What follows belongs to an exercise in optimizing a design on an open flow for small area, a short achievable clock period and few clock cycles; a production flow would make more cautious choices.
In this exercise RTL edits were held to simulation tests only and were not proved equivalent to the original.
Power is estimated from default activity; no workload was simulated.

==> run H <==
==> flow/design.v (excerpt) <==
module multi_64_33_9_10_16_3(clk, reset, s_data_in_x, s_valid_x, s_ready_x, m_data_out_y, m_valid_y, m_ready_y);
    parameter                      T = 16;
    input                          clk, reset, s_valid_x, m_ready_y;
    input signed [T-1:0]           s_data_in_x;
    output logic                   s_ready_x, m_valid_y;
    output logic signed [T-1:0]    m_data_out_y;
    logic [5:0] idx, idx_n;
    logic [3:0] credit, credit_n;
    logic accept, reserve, pop;
    assign accept   = s_valid_x & s_ready_x;
    assign reserve  = accept & (idx >= 6'd49);
    assign pop      = m_valid_y & m_ready_y;
    assign idx_n    = idx + {5'd0, accept};
    assign credit_n = credit - {3'd0, reserve} + {3'd0, pop};
    always_ff @(posedge clk) begin
        if (reset) begin
            idx       <= 6'd0;
            credit    <= 4'd15;
            s_ready_x <= 1'b1;
        end else begin
            idx       <= idx_n;
            credit    <= credit_n;
            s_ready_x <= (idx_n < 6'd49) | (credit_n != 0);
        end
    end
    logic signed [15:0] x0;
    logic v0;
    logic [2:0] t0;
    always_ff @(posedge clk) begin
        x0 <= s_data_in_x;
  ...
clock: 8.0 ns
lec_check: 0
cap_margin: 20
core_margin: 2
core_utilization: 55
cts_buf_list: sky130_fd_sc_hd__clkbuf_16
cts_cluster_diameter: 80
cts_cluster_size: 30
place_density: 0.7
setup_slack_margin: 4.7
slew_margin: 20
run.sh (not shown) runs the stock make flow with config.mk's settings and CLKGATE_MAP_FILE= SYNTH_SCRIPT=/design/flow/synth_recipe.tcl, a recipe that flattens the netlist after the stock synthesis.
==> run Z (differences from run H) <==
Settings changed: CORE_UTILIZATION 55 to 65, CTS_CLUSTER_DIAMETER 80 to 70, CTS_CLUSTER_SIZE 30 to 24, PLACE_DENSITY 0.7 to 0.75.
==> run B (differences from run H) <==
Settings changed: CORE_UTILIZATION 55 to 40, CTS_BUF_LIST sky130_fd_sc_hd__clkbuf_16 to default, CTS_CLUSTER_DIAMETER 80 to default, CTS_CLUSTER_SIZE 30 to default, PLACE_DENSITY 0.7 to 0.6, SETUP_SLACK_MARGIN 4.7 to 4.
==> run M (differences from run H) <==
Settings changed: CTS_CLUSTER_DIAMETER 80 to 70, CTS_CLUSTER_SIZE 30 to 24, SETUP_SLACK_MARGIN 4.7 to 4.5.
==> results.txt <==
Result of the run: run M no timing/DRC/antenna violations; run B no timing/DRC/antenna violations; run H no timing/DRC/antenna violations; run Z no timing/DRC/antenna violations
Register area: run M 0.0535 mm^2; run B 0.0535 mm^2; run H 0.0535 mm^2; run Z 0.0535 mm^2
Clock network fraction of total power: run M 0.264; run B 0.333; run H 0.241; run Z 0.255
Worst Slack Setup Final: run M 4.36 ns; run B 4.16 ns; run H 4.71 ns; run Z 4.61 ns
Critical path origin: run M l1_b3[12]; run B l1_s[13][0]; run H x0[13]; run Z l1_s[10][0]
Worst Min Path Start: run M t0[0]; run B l3_op0[12]; run H l1_to[2]; run Z l1_to[2]
Clock-pin slew reported for the worst setup and hold paths after clock tree synthesis: run M 0.10 ns; run B 0.06 ns; run H 0.11 ns; run Z 0.09 ns
Tap cell instance count: run M 3,167; run B 4,346; run H 3,167; run Z 2,672
CTS H-tree depth: run M 4; run B 4; run H 3; run Z 4
Data required time of the worst path: run M 8.68 ns; run B 8.60 ns; run H 8.70 ns; run Z 8.61 ns
Gpl congestion: run M 1.01; run B 0.957; run H 1.00; run Z 1.01
P_sw: run M 11.4 mW; run B 11.5 mW; run H 11.4 mW; run Z 11.4 mW
Layout net count: run M 15,200; run B 15,300; run H 15,400; run Z 15,400
RSZ-0062 raised after global routing: run M true; run B false; run H true; run Z true
Fraction of layout instances using a drive strength above 1: run M 0.0705; run B 0.0625; run H 0.0907; run Z 0.0871
Multi-input gate share of the layout cell area: run M 0.519; run B 0.501; run H 0.520; run Z 0.521
Buffers from clock root to sink, at most: run M 3; run B 4; run H 3; run Z 3
Count of multi-input combinational gates: run M 10,000; run B 10,000; run H 10,100; run Z 10,100
Amount of wire on met2 after detailed routing: run M 181,000 um; run B 172,000 um; run H 187,000 um; run Z 180,000 um
Starting Density: run M 0.554; run B 0.403; run H 0.554; run Z 0.653
Clk Latency, worst-skew pair: run M 0.85 ns; run B 0.99 ns; run H 0.85 ns; run Z 0.86 ns
Critical path depth in cells: run M 9; run B 12; run H 8; run Z 12
Testbench counts of run H, summed over its fixed seeds: cycles 12,408.
Testbench counts of run Z, summed over its fixed seeds: cycles 12,408.
Testbench counts of run B, summed over its fixed seeds: cycles 12,408.
Testbench counts of run M, summed over its fixed seeds: cycles 12,408.

what the ideal ports hide:
In the flow no input, the clock included, has a driving cell. The finished layouts below were timed again as built, in two steps. Step 1 sets driving cells, clkbuf_16 on the clock port and buf_2 on the other inputs (assumed; they add their load-dependent delay and slew). Step 2, shift: input delay + t, output delay - t, t = (earliest + latest rising clock arrival at the registers) / 2. This alone moves slack from input paths to output paths. a / b / c = no drivers / after step 1 / after step 2; a / b = the first two.
run | shift t [ns] | slack for setup (ns) | worst hold slack (ns)
run H | 0.940 | 4.712 / 4.712 / 3.992 | 0.338 / 0.338 / 0.338
run Z | 0.940 | 4.608 / 4.608 / 3.928 | 0.335 / 0.335 / 0.335
run B | 1.031 | 4.165 / 4.165 / 3.328 | 0.304 / 0.304 / 0.304
run M | 0.934 | 4.358 / 4.358 / 3.748 | 0.331 / 0.331 / 0.331
After both steps every run listed still meets setup and hold. The setup slack of run B, which loses most, moves by 0.000 ns with the drivers and by -0.837 ns with both steps.
